What follows belongs to an exercise in optimizing a design on an open flow for small area; a production flow would make more cautious choices.
The RTL was checked by simulation tests, not by an equivalence proof against the original design.
Power is estimated from default activity; no workload was simulated.

`flow/design.v`:
```
`default_nettype none
module BobTop (
	clock,
	reset,
	rx,
	runway_override,
	emergency_override,
	tx,
	framing_error,
	runway_active,
	emergency,
	receiving,
	sending
);
	input wire clock;
	input wire reset;
	input wire rx;
	input wire [1:0] runway_override;
	input wire emergency_override;
	output wire tx;
	output wire framing_error;
	output wire [1:0] runway_active;
	output wire emergency;
	output wire receiving;
	output wire sending;
	wire [7:0] uart_rx_data;
	wire [7:0] uart_tx_data;
	wire uart_rx_valid;
	wire uart_tx_ready;
	wire uart_tx_send;
	UartRX #(
		.CLK_HZ(25000000),
		.BAUD_RATE(115200)
	) receiver(
		.clock(clock),
		.reset(reset),
		.rx(rx),
		.data(uart_rx_data),
		.done(uart_rx_valid),
		.framing_error(framing_error),
		.receiving(receiving)
	);
	UartTX #(
		.CLK_HZ(25000000),
		.BAUD_RATE(115200)
	) transmitter(
		.clock(clock),
		.reset(reset),
		.send(uart_tx_send),
		.data(uart_tx_data),
		.tx(tx),
		.ready(uart_tx_ready),
		.sending(sending)
	);
	reg [1:0] ro_temp;
	reg [1:0] ro_sync;
	reg eo_temp;
	reg eo_sync;
	always @(posedge clock) begin
		ro_temp <= runway_override;
		eo_temp <= emergency_override;
		ro_sync <= ro_temp;
		eo_sync <= eo_temp;
	end
	Bob bobby(
		.clock(clock),
		.reset(reset),
		.uart_rx_data(uart_rx_data),
		.uart_rx_valid(uart_rx_valid),
		.uart_tx_data(uart_tx_data),
		.uart_tx_ready(uart_tx_ready),
		.uart_tx_send(uart_tx_send),
		.runway_active(runway_active),
		.runway_override(ro_sync),
		.emergency_out(emergency),
		.emergency_override(eo_sync)
	);
endmodule
module Bob (
	clock,
	reset,
	uart_rx_data,
	uart_rx_valid,
	runway_override,
	emergency_override,
	uart_tx_data,
	uart_tx_ready,
	uart_tx_send,
	runway_active,
	emergency_out
);
	input wire clock;
	input wire reset;
	input wire [7:0] uart_rx_data;
	input wire uart_rx_valid;
	input wire [1:0] runway_override;
	input wire emergency_override;
	output wire [7:0] uart_tx_data;
	input wire uart_tx_ready;
	output wire uart_tx_send;
	output wire [1:0] runway_active;
	output wire emergency_out;
	wire [7:0] uart_request;
	wire uart_rd_request;
	wire uart_empty;
	wire runway_id;
	wire lock;
	wire unlock;
	reg [3:0] cleared_id_to_lock;
	wire sel_takeoff_id_lock;
	wire [9:0] runway;
	wire queue_takeoff_plane;
	wire unqueue_takeoff_plane;
	wire [3:0] cleared_takeoff_id;
	wire takeoff_fifo_full;
	wire takeoff_fifo_empty;
	wire queue_landing_plane;
	wire unqueue_landing_plane;
	wire [3:0] cleared_landing_id;
	wire landing_fifo_full;
	wire landing_fifo_empty;
	wire send_hold;
	wire send_say_ag;
	wire send_divert;
	wire send_divert_landing;
	wire send_valid_id;
	wire send_invalid_id;
	wire [1:0] send_clear;
	reg [7:0] reply_to_send;
	wire send_reply;
	wire queue_reply;
	wire reply_fifo_full;
	wire reply_fifo_empty;
	reg emergency;
	wire set_emergency;
	wire unset_emergency;
	reg [3:0] emergency_id;
	FIFO #(
		.WIDTH(8),
		.DEPTH(4)
	) uart_requests(
		.clock(clock),
		.reset(reset),
		.data_in(uart_rx_data),
		.we(uart_rx_valid),
		.re(uart_rd_request),
		.data_out({uart_request[7-:4], uart_request[3-:3], uart_request[0]}),
		.full(),
		.empty(uart_empty)
	);
	FIFO #(
		.WIDTH(4),
		.DEPTH(8)
	) takeoff_fifo(
		.clock(clock),
		.reset(reset),
		.data_in(uart_request[7-:4]),
		.we(queue_takeoff_plane),
		.re(unqueue_takeoff_plane),
		.data_out(cleared_takeoff_id),
		.full(takeoff_fifo_full),
		.empty(takeoff_fifo_empty)
	);
	FIFO #(
		.WIDTH(4),
		.DEPTH(8)
	) landing_fifo(
		.clock(clock),
		.reset(reset),
		.data_in(uart_request[7-:4]),
		.we(queue_landing_plane),
		.re(unqueue_landing_plane),
		.data_out(cleared_landing_id),
		.full(landing_fifo_full),
		.empty(landing_fifo_empty)
	);
	wire [3:0] new_id;
	reg [3:0] id_in;
	wire sel_diverted_id;
	wire take_id;
	wire release_id;
	wire id_full;
	wire [15:0] all_id;
	always @(*)
		if (sel_diverted_id)
			id_in = cleared_landing_id;
		else
			id_in = uart_request[7-:4];
	AircraftIDManager id_manager(
		.clock(clock),
		.reset(reset),
		.id_in(id_in),
		.release_id(release_id),
		.take_id(take_id),
		.id_out(new_id),
		.all_id(all_id),
		.full(id_full)
	);
	ReadRequestFsm fsm(
		.emergency(emergency_out),
		.clock(clock),
		.reset(reset),
		.uart_empty(uart_empty),
		.uart_request(uart_request),
		.takeoff_fifo_full(takeoff_fifo_full),
		.landing_fifo_full(landing_fifo_full),
		.takeoff_fifo_empty(takeoff_fifo_empty),
		.landing_fifo_empty(landing_fifo_empty),
		.reply_fifo_full(reply_fifo_full),
		.runway_active(runway_active),
		.all_id(all_id),
		.id_full(id_full),
		.emergency_id(emergency_id),
		.runway(runway),
		.uart_rd_request(uart_rd_request),
		.queue_takeoff_plane(queue_takeoff_plane),
		.queue_landing_plane(queue_landing_plane),
		.unqueue_takeoff_plane(unqueue_takeoff_plane),
		.unqueue_landing_plane(unqueue_landing_plane),
		.send_clear(send_clear),
		.send_hold(send_hold),
		.send_say_ag(send_say_ag),
		.send_divert(send_divert),
		.send_divert_landing(send_divert_landing),
		.send_invalid_id(send_invalid_id),
		.send_valid_id(send_valid_id),
		.queue_reply(queue_reply),
		.lock(lock),
		.unlock(unlock),
		.runway_id(runway_id),
		.set_emergency(set_emergency),
		.unset_emergency(unset_emergency),
		.take_id(take_id),
		.release_id(release_id),
		.sel_takeoff_id_lock(sel_takeoff_id_lock),
		.sel_diverted_id(sel_diverted_id)
	);
	always @(posedge clock)
		if (reset)
			reply_to_send <= 0;
		else if (send_clear[0] ^ send_clear[1]) begin
			if (send_clear[0]) begin
				reply_to_send[7-:4] <= cleared_takeoff_id;
				reply_to_send[3-:3] <= 3'b011;
				reply_to_send[0] <= runway_id;
			end
			else if (send_clear[1]) begin
				reply_to_send[7-:4] <= cleared_landing_id;
				reply_to_send[3-:3] <= 3'b011;
				reply_to_send[0] <= runway_id;
			end
		end
		else if (send_hold) begin
			reply_to_send[7-:4] <= uart_request[7-:4];
			reply_to_send[3-:3] <= 3'b100;
			reply_to_send[0] <= 1'b0;
		end
		else if (send_say_ag) begin
			reply_to_send[7-:4] <= uart_request[7-:4];
			reply_to_send[3-:3] <= 3'b101;
			reply_to_send[0] <= 1'b0;
		end
		else if (send_divert) begin
			reply_to_send[7-:4] <= uart_request[7-:4];
			reply_to_send[3-:3] <= 3'b110;
			reply_to_send[0] <= 1'b0;
		end
		else if (send_divert_landing) begin
			reply_to_send[7-:4] <= cleared_landing_id;
			reply_to_send[3-:3] <= 3'b110;
			reply_to_send[0] <= 1'b0;
		end
		else if (send_invalid_id) begin
			reply_to_send[7-:4] <= 4'd0;
			reply_to_send[3-:3] <= 3'b111;
			reply_to_send[0] <= 1'b1;
		end
		else if (send_valid_id) begin
			reply_to_send[7-:4] <= new_id;
			reply_to_send[3-:3] <= 3'b111;
			reply_to_send[0] <= 1'b0;
		end
	FIFO #(
		.WIDTH(8),
		.DEPTH(4)
	) uart_replies(
		.clock(clock),
		.reset(reset),
		.data_in(reply_to_send),
		.we(queue_reply),
		.re(send_reply),
		.data_out(uart_tx_data),
		.full(reply_fifo_full),
		.empty(reply_fifo_empty)
	);
	SendReplyFsm reply_fsm(
		.clock(clock),
		.reset(reset),
		.uart_tx_ready(uart_tx_ready),
		.reply_fifo_empty(reply_fifo_empty),
		.send_reply(send_reply),
		.uart_tx_send(uart_tx_send)
	);
	always @(*)
		if (sel_takeoff_id_lock)
			cleared_id_to_lock = cleared_takeoff_id;
		else
			cleared_id_to_lock = cleared_landing_id;
	RunwayManager runway_manager(
		.clock(clock),
		.reset(reset),
		.plane_id_unlock(uart_request[7-:4]),
		.plane_id_lock(cleared_id_to_lock),
		.runway_id(runway_id),
		.lock(lock),
		.unlock(unlock),
		.runway_active(runway_active),
		.runway_override(runway_override),
		.runway(runway)
	);
	always @(posedge clock)
		if (reset) begin
			emergency_id <= 4'd0;
			emergency <= 1'b0;
		end
		else if (set_emergency) begin
			emergency_id <= uart_request[7-:4];
			emergency <= 1'b1;
		end
		else if (unset_emergency)
			emergency <= 1'b0;
	assign emergency_out = emergency | emergency_override;
endmodule
module ReadRequestFsm (
	clock,
	reset,
	uart_empty,
	uart_request,
	takeoff_fifo_full,
	landing_fifo_full,
	takeoff_fifo_empty,
	landing_fifo_empty,
	reply_fifo_full,
	runway_active,
	emergency,
	all_id,
	id_full,
	emergency_id,
	runway,
	uart_rd_request,
	queue_takeoff_plane,
	queue_landing_plane,
	unqueue_takeoff_plane,
	unqueue_landing_plane,
	send_clear,
	send_hold,
	send_say_ag,
	send_divert,
	send_divert_landing,
	send_invalid_id,
	send_valid_id,
	queue_reply,
	lock,
	unlock,
	runway_id,
	set_emergency,
	unset_emergency,
	take_id,
	release_id,
	sel_takeoff_id_lock,
	sel_diverted_id
);
	input wire clock;
	input wire reset;
	input wire uart_empty;
	input wire [7:0] uart_request;
	input wire takeoff_fifo_full;
	input wire landing_fifo_full;
	input wire takeoff_fifo_empty;
	input wire landing_fifo_empty;
	input wire reply_fifo_full;
	input wire [1:0] runway_active;
	input wire emergency;
	input wire [15:0] all_id;
	input wire id_full;
	input wire [3:0] emergency_id;
	input wire [9:0] runway;
	output reg uart_rd_request;
	output reg queue_takeoff_plane;
	output reg queue_landing_plane;
	output reg unqueue_takeoff_plane;
	output reg unqueue_landing_plane;
	output reg [1:0] send_clear;
	output reg send_hold;
	output reg send_say_ag;
	output reg send_divert;
	output reg send_divert_landing;
	output reg send_invalid_id;
	output reg send_valid_id;
	output reg queue_reply;
	output reg lock;
	output reg unlock;
	output reg runway_id;
	output reg set_emergency;
	output reg unset_emergency;
	output reg take_id;
	output reg release_id;
	output reg sel_takeoff_id_lock;
	output reg sel_diverted_id;
	wire [3:0] plane_id;
	wire [2:0] msg_type;
	wire [1:0] msg_action;
	reg takeoff_first;
	reg reverse_takeoff_first;
	assign plane_id = uart_request[7-:4];
	assign msg_type = uart_request[3-:3];
	assign msg_action = uart_request[0];
	reg [2:0] state;
	reg [2:0] next_state;
	always @(*) begin
		uart_rd_request = 1'b0;
		queue_takeoff_plane = 1'b0;
		queue_landing_plane = 1'b0;
		unqueue_takeoff_plane = 1'b0;
		unqueue_landing_plane = 1'b0;
		send_clear = 2'b00;
		send_hold = 1'b0;
		send_say_ag = 1'b0;
		send_divert = 1'b0;
		send_divert_landing = 1'b0;
		send_invalid_id = 1'b0;
		send_valid_id = 1'b0;
		queue_reply = 1'b0;
		lock = 1'b0;
		unlock = 1'b0;
		runway_id = 1'b0;
		set_emergency = 1'b0;
		unset_emergency = 1'b0;
		take_id = 1'b0;
		release_id = 1'b0;
		sel_takeoff_id_lock = 1'b0;
		sel_diverted_id = 1'b0;
		reverse_takeoff_first = 1'b0;
		next_state = 3'b000;
		case (state)
			3'b000:
				if (uart_empty) begin
					if (emergency) begin
						if (!landing_fifo_empty) begin
							next_state = 3'b110;
							unqueue_landing_plane = 1'b1;
						end
						else
							next_state = 3'b000;
					end
					else if (runway_active != 2'b11) begin
						if (!takeoff_fifo_empty && !landing_fifo_empty) begin
							if (takeoff_first) begin
								next_state = 3'b100;
								unqueue_takeoff_plane = 1'b1;
							end
							else begin
								next_state = 3'b101;
								unqueue_landing_plane = 1'b1;
							end
						end
						else if (!takeoff_fifo_empty) begin
							next_state = 3'b100;
							unqueue_takeoff_plane = 1'b1;
						end
						else if (!landing_fifo_empty) begin
							next_state = 3'b101;
							unqueue_landing_plane = 1'b1;
						end
						else
							next_state = 3'b000;
					end
					else
						next_state = 3'b000;
				end
				else begin
					next_state = 3'b001;
					uart_rd_request = 1'b1;
				end
			3'b001:
				if (msg_type == 3'b000) begin
					if (all_id[plane_id]) begin
						next_state = 3'b010;
						if (msg_action == 1'b0) begin
							if (takeoff_fifo_full) begin
								send_divert = 1'b1;
								release_id = 1'b1;
							end
							else begin
								queue_takeoff_plane = 1'b1;
								send_hold = 1'b1;
							end
						end
						else if (msg_action == 1'b1) begin
							if (landing_fifo_full || emergency) begin
								send_divert = 1'b1;
								release_id = 1'b1;
							end
							else begin
								queue_landing_plane = 1'b1;
								send_hold = 1'b1;
							end
						end
					end
					else
						next_state = 3'b011;
				end
				else if (msg_type == 3'b001) begin
					if (all_id[plane_id]) begin
						next_state = 3'b011;
						if (!msg_action) begin
							if ((runway[4-:4] == plane_id) && runway[0])
								release_id = 1'b1;
							unlock = 1'b1;
							runway_id = 1'b0;
						end
						else if (msg_action) begin
							if ((runway[9-:4] == plane_id) && runway[5])
								release_id = 1'b1;
							unlock = 1'b1;
							runway_id = 1'b1;
						end
					end
					else
						next_state = 3'b011;
				end
				else if (msg_type == 3'b010) begin
					if (msg_action == 1'b1) begin
						if (!landing_fifo_empty) begin
							next_state = 3'b110;
							unqueue_landing_plane = 1'b1;
						end
						else
							next_state = 3'b000;
						set_emergency = 1'b1;
					end
					else if (msg_action == 1'b0) begin
						next_state = 3'b011;
						if (emergency_id == plane_id)
							unset_emergency = 1'b1;
						release_id = 1'b1;
					end
				end
				else if (msg_type == 3'b111) begin
					next_state = 3'b010;
					if (id_full)
						send_invalid_id = 1'b1;
					else begin
						send_valid_id = 1'b1;
						take_id = 1'b1;
					end
				end
				else begin
					next_state = 3'b010;
					send_say_ag = 1'b1;
				end
			3'b010:
				if (reply_fifo_full)
					next_state = 3'b010;
				else begin
					next_state = 3'b011;
					queue_reply = 1'b1;
				end
			3'b011:
				if (emergency) begin
					if (!landing_fifo_empty) begin
						next_state = 3'b110;
						unqueue_landing_plane = 1'b1;
					end
					else
						next_state = 3'b000;
				end
				else if (runway_active != 2'b11) begin
					if (!takeoff_fifo_empty && !landing_fifo_empty) begin
						if (takeoff_first) begin
							next_state = 3'b100;
							unqueue_takeoff_plane = 1'b1;
							reverse_takeoff_first = 1'b1;
						end
						else begin
							next_state = 3'b101;
							unqueue_landing_plane = 1'b1;
							reverse_takeoff_first = 1'b1;
						end
					end
					else if (!takeoff_fifo_empty) begin
						next_state = 3'b100;
						unqueue_takeoff_plane = 1'b1;
					end
					else if (!landing_fifo_empty) begin
						next_state = 3'b101;
						unqueue_landing_plane = 1'b1;
					end
					else
						next_state = 3'b000;
				end
				else
					next_state = 3'b000;
			3'b100: begin
				next_state = 3'b111;
				sel_takeoff_id_lock = 1'b1;
				if (!runway_active[0]) begin
					runway_id = 1'b0;
					lock = 1'b1;
					send_clear = 2'b01;
				end
				else if (!runway_active[1]) begin
					runway_id = 1'b1;
					lock = 1'b1;
					send_clear = 2'b01;
				end
			end
			3'b101: begin
				next_state = 3'b111;
				if (!runway_active[0]) begin
					runway_id = 1'b0;
					lock = 1'b1;
					send_clear = 2'b10;
				end
				else if (!runway_active[1]) begin
					runway_id = 1'b1;
					lock = 1'b1;
					send_clear = 2'b10;
				end
			end
			3'b110: begin
				next_state = 3'b111;
				send_divert_landing = 1'b1;
				sel_diverted_id = 1'b1;
				release_id = 1'b1;
			end
			3'b111: begin
				next_state = 3'b000;
				queue_reply = 1'b1;
			end
			default: next_state = 3'b000;
		endcase
	end
	always @(posedge clock)
		if (reset)
			state <= 3'b000;
		else
			state <= next_state;
	always @(posedge clock)
		if (reset)
			takeoff_first <= 1'b0;
		else if (reverse_takeoff_first)
			takeoff_first <= ~takeoff_first;
endmodule
module SendReplyFsm (
	clock,
	reset,
	uart_tx_ready,
	reply_fifo_empty,
	send_reply,
	uart_tx_send
);
	input wire clock;
	input wire reset;
	input wire uart_tx_ready;
	input wire reply_fifo_empty;
	output reg send_reply;
	output reg uart_tx_send;
	reg state;
	reg next_state;
	always @(*) begin
		send_reply = 1'b0;
		uart_tx_send = 1'b0;
		case (state)
			1'd0:
				if (reply_fifo_empty || !uart_tx_ready)
					next_state = 1'd0;
				else begin
					next_state = 1'd1;
					send_reply = 1'b1;
				end
			1'd1: begin
				next_state = 1'd0;
				uart_tx_send = 1'b1;
			end
			default: next_state = 1'd0;
		endcase
	end
	always @(posedge clock)
		if (reset)
			state <= 1'd0;
		else
			state <= next_state;
endmodule
module FIFO (
	clock,
	reset,
	data_in,
	we,
	re,
	data_out,
	full,
	empty
);
	parameter signed [31:0] WIDTH = 8;
	parameter signed [31:0] DEPTH = 4;
	input wire clock;
	input wire reset;
	input wire [WIDTH - 1:0] data_in;
	input wire we;
	input wire re;
	output reg [WIDTH - 1:0] data_out;
	output wire full;
	output wire empty;
	reg [(DEPTH * WIDTH) - 1:0] queue;
	reg [$clog2(DEPTH):0] count;
	reg [$clog2(DEPTH) - 1:0] put_ptr;
	reg [$clog2(DEPTH) - 1:0] get_ptr;
	assign empty = count == 0;
	assign full = count == DEPTH;
	always @(posedge clock)
		if (reset) begin
			count <= 0;
			get_ptr <= 0;
			put_ptr <= 0;
			data_out <= 0;
		end
		else if ((re && !empty) && we) begin
			data_out <= queue[get_ptr * WIDTH+:WIDTH];
			get_ptr <= get_ptr + 1;
			queue[put_ptr * WIDTH+:WIDTH] <= data_in;
			put_ptr <= put_ptr + 1;
		end
		else if (re && !empty) begin
			data_out <= queue[get_ptr * WIDTH+:WIDTH];
			get_ptr <= get_ptr + 1;
			count <= count - 1;
		end
		else if (we && !full) begin
			queue[put_ptr * WIDTH+:WIDTH] <= data_in;
			put_ptr <= put_ptr + 1;
			count <= count + 1;
		end
endmodule
module RunwayManager (
	clock,
	reset,
	plane_id_unlock,
	plane_id_lock,
	runway_id,
	lock,
	unlock,
	runway_override,
	runway_active,
	runway
);
	input wire clock;
	input wire reset;
	input wire [3:0] plane_id_unlock;
	input wire [3:0] plane_id_lock;
	input wire runway_id;
	input wire lock;
	input wire unlock;
	input wire [1:0] runway_override;
	output wire [1:0] runway_active;
	output reg [9:0] runway;
	assign runway_active[0] = runway[0] | runway_override[0];
	assign runway_active[1] = runway[5] | runway_override[1];
	always @(posedge clock)
		if (reset)
			runway <= 1'sb0;
		else if (lock && !unlock) begin
			if (runway_id) begin
				runway[9-:4] <= plane_id_lock;
				runway[5] <= 1'b1;
			end
			else begin
				runway[4-:4] <= plane_id_lock;
				runway[0] <= 1'b1;
			end
		end
		else if (!lock && unlock) begin
			if (runway_id) begin
				if (plane_id_unlock == runway[9-:4])
					runway[5] <= 1'b0;
			end
			else if (plane_id_unlock == runway[4-:4])
				runway[0] <= 1'b0;
		end
endmodule
module AircraftIDManager (
	clock,
	reset,
	id_in,
	release_id,
	take_id,
	id_out,
	all_id,
	full
);
	input wire clock;
	input wire reset;
	input wire [3:0] id_in;
	input wire release_id;
	input wire take_id;
	output wire [3:0] id_out;
	output wire [15:0] all_id;
	output wire full;
	reg [15:0] taken_id;
	reg [3:0] id_avail;
	assign all_id = taken_id;
	assign id_out = id_avail;
	assign full = taken_id == 16'hffff;
	always @(*) begin
		id_avail = 4'd0;
		case (1'b0)
			taken_id[0]: id_avail = 4'd0;
			taken_id[1]: id_avail = 4'd1;
			taken_id[2]: id_avail = 4'd2;
			taken_id[3]: id_avail = 4'd3;
			taken_id[4]: id_avail = 4'd4;
			taken_id[5]: id_avail = 4'd5;
			taken_id[6]: id_avail = 4'd6;
			taken_id[7]: id_avail = 4'd7;
			taken_id[8]: id_avail = 4'd8;
			taken_id[9]: id_avail = 4'd9;
			taken_id[10]: id_avail = 4'd10;
			taken_id[11]: id_avail = 4'd11;
			taken_id[12]: id_avail = 4'd12;
			taken_id[13]: id_avail = 4'd13;
			taken_id[14]: id_avail = 4'd14;
			taken_id[15]: id_avail = 4'd15;
			default: id_avail = 4'd0;
		endcase
	end
	always @(posedge clock)
		if (reset)
			taken_id <= 1'sb0;
		else if (release_id)
			taken_id[id_in] <= 1'b0;
		else if (take_id && !full)
			taken_id[id_avail] <= 1'b1;
endmodule
`default_nettype none
module UartRX (
	clock,
	reset,
	rx,
	data,
	done,
	framing_error,
	receiving
);
	parameter signed [31:0] CLK_HZ = 25000000;
	parameter signed [31:0] BAUD_RATE = 115200;
	input wire clock;
	input wire reset;
	input wire rx;
	output reg [7:0] data;
	output wire done;
	output wire framing_error;
	output wire receiving;
	wire start;
	wire tick;
	BaudRateGenerator #(
		.CLK_HZ(CLK_HZ),
		.BAUD_RATE(BAUD_RATE)
	) conductor(
		.clock(clock),
		.reset(reset),
		.start_rx(start),
		.start_tx(1'b0),
		.tick(tick)
	);
	wire collect_data;
	wire en_data_counter;
	wire clear_data_counter;
	reg [3:0] data_counter;
	wire done_data;
	always @(posedge clock)
		if (reset)
			data <= 1'sb0;
		else if (collect_data && tick) begin
			data <= data >> 1;
			data[7] <= rx;
		end
	assign done_data = data_counter == 4'd8;
	always @(posedge clock)
		if (reset || clear_data_counter)
			data_counter <= 1'sb0;
		else if (en_data_counter && tick)
			data_counter <= data_counter + 1'b1;
	UartRXFsm fsm(
		.clock(clock),
		.reset(reset),
		.tick(tick),
		.rx(rx),
		.done_data(done_data),
		.start(start),
		.collect_data(collect_data),
		.en_data_counter(en_data_counter),
		.clear_data_counter(clear_data_counter),
		.framing_error(framing_error),
		.done(done),
		.receiving(receiving)
	);
endmodule
module UartRXFsm (
	clock,
	reset,
	tick,
	rx,
	done_data,
	start,
	collect_data,
	en_data_counter,
	clear_data_counter,
	framing_error,
	done,
	receiving
);
	input wire clock;
	input wire reset;
	input wire tick;
	input wire rx;
	input wire done_data;
	output reg start;
	output reg collect_data;
	output reg en_data_counter;
	output reg clear_data_counter;
	output reg framing_error;
	output reg done;
	output reg receiving;
	reg [1:0] state;
	reg [1:0] next_state;
	always @(*) begin
		start = 1'b0;
		collect_data = 1'b0;
		en_data_counter = 1'b0;
		clear_data_counter = 1'b0;
		framing_error = 1'b0;
		done = 1'b0;
		receiving = 1'b0;
		next_state = 2'd0;
		case (state)
			2'd0:
				if (!rx) begin
					next_state = 2'd1;
					start = 1'b1;
				end
				else
					next_state = 2'd0;
			2'd1:
				if (tick && rx)
					next_state = 2'd0;
				else if (tick && !rx)
					next_state = 2'd2;
				else
					next_state = 2'd1;
			2'd2: begin
				if (tick && !done_data) begin
					next_state = 2'd2;
					collect_data = 1'b1;
					en_data_counter = 1'b1;
				end
				else if (tick && done_data) begin
					if (!rx) begin
						next_state = 2'd3;
						framing_error = 1'b1;
					end
					else begin
						next_state = 2'd0;
						clear_data_counter = 1'b1;
						done = 1'b1;
					end
				end
				else
					next_state = 2'd2;
				receiving = 1'b1;
			end
			2'd3: begin
				if (tick && rx) begin
					next_state = 2'd0;
					clear_data_counter = 1'b1;
				end
				else if (tick && !rx)
					next_state = 2'd3;
				framing_error = 1'b1;
			end
			default: next_state = 2'd0;
		endcase
	end
	always @(posedge clock)
		if (reset)
			state <= 2'd0;
		else
			state <= next_state;
endmodule
`default_nettype none
module UartTX (
	clock,
	reset,
	send,
	data,
	tx,
	ready,
	sending
);
	parameter signed [31:0] CLK_HZ = 25000000;
	parameter signed [31:0] BAUD_RATE = 115200;
	input wire clock;
	input wire reset;
	input wire send;
	input wire [7:0] data;
	output reg tx;
	output wire ready;
	output wire sending;
	wire start;
	wire tick;
	BaudRateGenerator #(
		.CLK_HZ(CLK_HZ),
		.BAUD_RATE(BAUD_RATE)
	) conductor(
		.clock(clock),
		.reset(reset),
		.start_rx(1'b0),
		.start_tx(start),
		.tick(tick)
	);
	wire en_data_counter;
	reg [3:0] data_counter;
	wire done_data;
	wire clear_data_counter;
	assign done_data = data_counter == 4'd8;
	always @(posedge clock)
		if (reset || clear_data_counter)
			data_counter <= 1'sb0;
		else if (en_data_counter && tick)
			data_counter <= data_counter + 1;
	reg [7:0] saved_data;
	reg data_bit;
	wire send_data;
	always @(posedge clock)
		if (reset)
			saved_data <= 1'sb0;
		else if (start)
			saved_data <= data;
		else if (send_data && tick)
			saved_data <= saved_data >> 1;
	always @(posedge clock)
		if (reset || start)
			data_bit <= 1'b0;
		else if (send_data && tick)
			data_bit <= saved_data[0];
	wire send_start_bit;
	wire send_stop_bit;
	always @(posedge clock)
		if (reset)
			tx <= 1'b1;
		else if (send_start_bit)
			tx <= 1'b0;
		else if (send_data)
			tx <= data_bit;
		else if (send_stop_bit)
			tx <= 1'b1;
		else
			tx <= 1'b1;
	UartTXFsm fsm(
		.clock(clock),
		.reset(reset),
		.send(send),
		.tick(tick),
		.done_data(done_data),
		.start(start),
		.send_start_bit(send_start_bit),
		.send_data(send_data),
		.send_stop_bit(send_stop_bit),
		.en_data_counter(en_data_counter),
		.clear_data_counter(clear_data_counter),
		.ready(ready),
		.sending(sending)
	);
endmodule
module UartTXFsm (
	clock,
	reset,
	send,
	tick,
	done_data,
	start,
	send_start_bit,
	send_data,
	send_stop_bit,
	en_data_counter,
	clear_data_counter,
	ready,
	sending
);
	input wire clock;
	input wire reset;
	input wire send;
	input wire tick;
	input wire done_data;
	output reg start;
	output reg send_start_bit;
	output reg send_data;
	output reg send_stop_bit;
	output reg en_data_counter;
	output reg clear_data_counter;
	output reg ready;
	output reg sending;
	reg [1:0] state;
	reg [1:0] next_state;
	always @(*) begin
		start = 1'b0;
		send_start_bit = 1'b0;
		send_data = 1'b0;
		send_stop_bit = 1'b0;
		en_data_counter = 1'b0;
		clear_data_counter = 1'b0;
		ready = 1'b0;
		sending = 1'b0;
		next_state = 2'd0;
		case (state)
			2'd0:
				if (send) begin
					next_state = 2'd1;
					start = 1'b1;
					send_start_bit = 1'b1;
				end
				else begin
					next_state = 2'd0;
					ready = 1'b1;
				end
			2'd1: begin
				if (tick) begin
					next_state = 2'd2;
					send_data = 1'b1;
					en_data_counter = 1'b1;
				end
				else begin
					next_state = 2'd1;
					send_start_bit = 1'b1;
				end
				sending = 1'b1;
			end
			2'd2: begin
				if (tick && done_data) begin
					next_state = 2'd3;
					send_stop_bit = 1'b1;
					clear_data_counter = 1'b1;
				end
				else begin
					next_state = 2'd2;
					send_data = 1'b1;
					en_data_counter = 1'b1;
				end
				sending = 1'b1;
			end
			2'd3: begin
				if (tick) begin
					next_state = 2'd0;
					ready = 1'b1;
				end
				else begin
					next_state = 2'd3;
					send_stop_bit = 1'b1;
				end
				sending = 1'b1;
			end
			default: next_state = 2'd0;
		endcase
	end
	always @(posedge clock)
		if (reset)
			state <= 2'd0;
		else
			state <= next_state;
endmodule
`default_nettype none
module BaudRateGenerator (
	clock,
	reset,
	start_rx,
	start_tx,
	tick
);
	parameter signed [31:0] CLK_HZ = 25000000;
	parameter signed [31:0] BAUD_RATE = 115200;
	input wire clock;
	input wire reset;
	input wire start_rx;
	input wire start_tx;
	output wire tick;
	parameter signed [31:0] DIVISOR = CLK_HZ / BAUD_RATE;
	reg [$clog2(DIVISOR) + 1:0] clockCount;
	assign tick = clockCount == DIVISOR;
	always @(posedge clock)
		if (reset | tick)
			clockCount <= 1'sb0;
		else if (start_rx)
			clockCount <= DIVISOR / 2;
		else if (start_tx)
			clockCount <= 1'sb0;
		else
			clockCount <= clockCount + 1'b1;
endmodule
```
`flow/run.sh`:
```
#!/bin/bash
# synth_recipe.tcl (not shown) runs the flow's synth.tcl, then flattens the netlist and writes it again
# the make line also repeats each setting of config.mk as NAME=value (left out here)
make -C /OpenROAD-flow-scripts/flow DESIGN_CONFIG=/design/flow/config.mk WORK_HOME=/design/flow/orfs CLKGATE_MAP_FILE= SYNTH_SCRIPT=/design/flow/synth_recipe.tcl finish
```
`flow/config.mk`:
```
export PLATFORM = sky130hd
export DESIGN_NAME = BobTop
export DESIGN_NICKNAME = BobTop
export VERILOG_FILES = /design/flow/design.v
export SDC_FILE = /design/flow/constraint.sdc
export NUM_CORES = 4
export LEC_CHECK = 0
export CAP_MARGIN = 20
export CORE_MARGIN = 2
export CORE_UTILIZATION = 45
export SLEW_MARGIN = 20
```
`flow/constraint.sdc`:
```
create_clock -name core_clock -period 40.0 [get_ports {clock}]
set_input_delay 8.0000 -clock core_clock [delete_from_list [all_inputs] [get_ports {clock}]]
set_output_delay 8.0000 -clock core_clock [all_outputs]
set_load 0.01 [all_outputs]
```
==> summary.txt <==
==> power by group through the flow <==
| stage | Clock (mW) | Combinational, mW | Sequential, mW |
|---|---|---|---|
| floorplan | 0 | 0.128 | 0.347 |
| global placement | 0 | 0.141 | 0.362 |
| detailed placement | 0 | 0.143 | 0.363 |
| CTS | 0.302 | 0.144 | 0.357 |
| global route | 0.315 | 0.160 | 0.361 |
| finish | 0.295 | 0.144 | 0.357 |
==> layer usage <==
layer / routed length, um / share of wire [%] / track usage, % / up-vias
met4: 586 / 1.8 / 5.17 / 0
met2: 15000 / 46 / 31.1 / 198
li1: - / - / - / 5210
met5: 0 / 0 / 0 / -
met1: 16000 / 49 / 28.1 / 5141
met3: 1250 / 3.8 / 2.87 / 48
==> state kept, by name (all words and copies together), names as in the netlist, 4 cells and up <==
name                              flops
bobby.id_manager.taken_id            16
transmitter.saved_data                8
bobby.uart_replies.queue             32
bobby.reply_to_send                   8
bobby.landing_fifo.data_out           4
bobby.landing_fifo.queue             32
receiver.data_counter                 4
transmitter.conductor.clockCount     10
bobby.uart_requests.queue            32
bobby.emergency_id                    4
bobby.runway_manager.runway          10
bobby.takeoff_fifo.count              4
bobby.uart_replies.data_out           8
bobby.takeoff_fifo.data_out           4
bobby.landing_fifo.count              4
bobby.uart_requests.data_out          8
transmitter.data_counter              4
receiver.data                         8
bobby.takeoff_fifo.queue             32
receiver.conductor.clockCount        10
==> stage by stage <==
stage	instances	instance area, um^2	hold slack, ps	setup slack (ps)
3_5_place_dp	1853	15200	313	22610
6_report	1912	16300	327	22610
4_1_cts	1912	16300	326	22610
5_1_grt	1912	16300	332	22540
3_3_place_gp	1853	15200	312	22600
2_1_floorplan	1447	14700	310	23670
==> critical path, cell delays in order <==
cell	delay [ps]
clkdlybuf4s50_1	510
nor3_1	220
o21a_1	130
clkdlybuf4s50_1	530
==> placed cells by master (no fill, tap or decap), drive strengths merged, types with 5 or more instances in the layout <==
cell,Yosys,layout
mux2i,52,52
and2,11,11
nand2,144,144
a41oi,6,6
nand2b,6,6
o21ai,81,81
clkdlybuf4s50,0,11
mux4,36,36
a32o,7,7
ha,44,44
nor3b,7,7
nor2b,11,11
nor2,154,154
a21oi,48,48
a211oi,27,27
nor4,8,8
nand3,51,51
clkbuf,38,51
and3,12,12
buf,22,13
nor3,37,37
or3,6,6
xor2,26,26
a22o,63,63
xnor2,39,39
inv,120,121
edfxtp,128,128
nand4,17,17
clkinv,1,8
dfxtp,158,158
a21o,7,7
a31oi,5,5
==> how the worst max path moves through the flow <==
stage | from | end | slack [ps] | depth (start not counted)
6_report | rx | framing_error | 22610 | 4
5_1_grt | rx | framing_error | 22540 | 4
4_1_cts | rx | framing_error | 22610 | 4
3_5_place_dp | rx | framing_error | 22610 | 4
3_3_place_gp | rx | framing_error | 22600 | 4
2_1_floorplan | rx | framing_error | 23670 | 2
==> logic make-up (layout without fill, tap and decap cells) <==
logic type	Yosys count	after routing	share of synthesized area, %
buffers and inverters	181	204	4.90
AND/OR/NAND/NOR	484	484	15.8
multiplexers	92	92	9.33
XOR/XNOR	65	65	3.96
AO/OA/AOI/OAI	291	291	14.2
flip-flops	286	286	47.5
adder cells (fa/ha/maj)	48	48	4.28
==> final cells by class <==
type                    instances  area (um^2)  area share [%]
clock buffers                  51         1030            6.28
clock inverters                 8         46.3           0.283
inverters                     121          454            2.78
multi-input cells             980         7050            43.1
flip-flops and latches        286         7010            42.9
well taps                     442          553            3.38
repair buffers                 24          208            1.27
==> results by group <==
Floorplan
  – Io pins: 13
  – Total die area: 34200 um^2
  – Core Rows: 66
  – Std-Cell Core Area: 32400 um^2
  – Die extent in x: 185 um
  – Die Y: 185 um
  – Initial Util: 45.6%

Drt
  – Post-Route WL: 32800 um
  – Wire per inst: 17.2 um
  – DRC: 0
  – DRT antenna net count: 0
  – Pre-antenna DRT Iters: 5
  – Total vias in the final route: 10600
  – Number of vias per cell: 5.54
  – DR iter-0 viols: 702

Clock network
  – Clock Path Buffers: 3
  – Post-CTS Resized: 0
  – Setup bufs post-CTS: 0
  – CTS buffer count: 34
  – CTS Sinks: 286
  – CTS tree: yes
  – CTS root buf: clkbuf_16
  – Hold buffers post-CTS: 0
  – Htree depth: 2
  – Clock insertion delay at the later pin of the skew report: 520 ps
  – Reg clk slew, reported paths: 50 ps

Power
  – Total power: 796 uW
  – Switching share of total power: 28.7%
  – Reg power frac: 44.8%
  – Comb pwr share: 18.1%
  – Clk pwr share: 37.1%
  – Switching Power: 228 uW
  – Internal: 568 uW
  – Worst VDD drop: 0.0266 mV
  – Pwr dens: 48.7 nW/um^2
  – Leak Pwr: 5.89 nW

Timing
  – Rel. slew slack: 24.3%
  – Fin crit share: 43.5%
  – Tightest Pin Transition: 1130 ps
  – Setup TNS: 0 ps
  – Final slew viol count: 0
  – Setup-failing EPs final: 0
  – RSZ-0062 raised after global routing: no
  – Fin crit period: 17390 ps
  – Max Freq: 57.5 MHz
  – Final Skew: 20.2 ps
  – Hold Vio Cnt, Final: 0

Setup path
  – Crit start category: input pin
  – Crit path required time: 32000 ps
  – CP arrival: 9390 ps
  – Worst r2r src: bobby.fsm.state[0]
  – CP endpoint kind: primary output
  – Worst Setup Path Type: in2out
  – End of the worst register-to-register path: bobby.landing_fifo.count[3]
  – CP max FO: 7
  – R2R Setup Slk: 36060 ps
  – Reg2Reg Depth: 9

Global route
  – Vias in the first global route: 10100
  – Largest net degree at the start of global routing: 68
  – Tot GR Track Use: 19.6%
  – First-pass GRT wire length: 54000 um
  – GR Overflow Total: 0
  – Initial antenna violation count: 0

Placement
  – Dpl hpwl: 22000 um
  – Gpl congestion: 0.846
  – Port Buffer Count: 12

Cells and area
  – Fillers: 3019
  – Final #Nets: 1501
  – Antenna cells: 0
  – Area growth, synth to finish: 10.9%
  – Share of layout cells above drive strength 1: 10.4%
  – Util after Layout: 50.5%

Synth
  – Post-synthesis instance total: 1447
  – Net Count, Synth: 1501
  – Synth async-reset ratio: 0%
  – Register area share after synthesis: 47.5%
  – Post-synth EDFFs: 128
  – Primary FF master, synth: dfxtp_1
  – Post-synthesis cell area: 14700 um^2
  – Ranking of synthesized cells by area: edfxtp_1, dfxtp_1, mux4_2
  – Most common library cells after synthesis: dfxtp_1, nor2_1, nand2_1
  – Synth Register Bits: 286
  – Mean Syn Cell Area: 10.2 um^2
  – Cell with the most instances after synthesis: dfxtp_1
  – Synth unique cells: 88
  – Top-area cell type share of the netlist area: 26.1%
  – Cell taking the most area after synthesis: edfxtp_1
  – Ys Warns: 13

Run status
  – Status: no timing/DRC/antenna violations

Min path
  – Worst hold path depth: 0
  – Hold_sp: ro_temp[1]
  – HP Class: reg2reg
  – Hold Path End: ro_sync[1]

Run
  – # Max-Cap Violations: 0

static timing again, ports no longer ideal:
How much do the figures lean on ideal ports? The routed layout below was timed once more, with nothing changed but the port constraints.
Step 1 assumes that a clkbuf_16 drives the clock port and a buf_2 every other input.
Step 2 times the ports against the registers' clock, not the clock port: input delays grow and output delays shrink by t, the midpoint of the rising clock arrivals with the driver on.
a / b / c = no drivers / after step 1 / after step 2; a / b = the first two.
shift t [ns]: 0.558
setup WS [ns]: 22.609 / 22.586 / 22.586
worst setup path at the end: input to output
clock arrival spread, ns: 0.024 / 0.024
cell pins on the clock port's net: 1
After both steps this run still meets setup and hold. For this run, drivers alone change the setup slack by -0.023 ns; drivers and shift together by -0.023 ns.
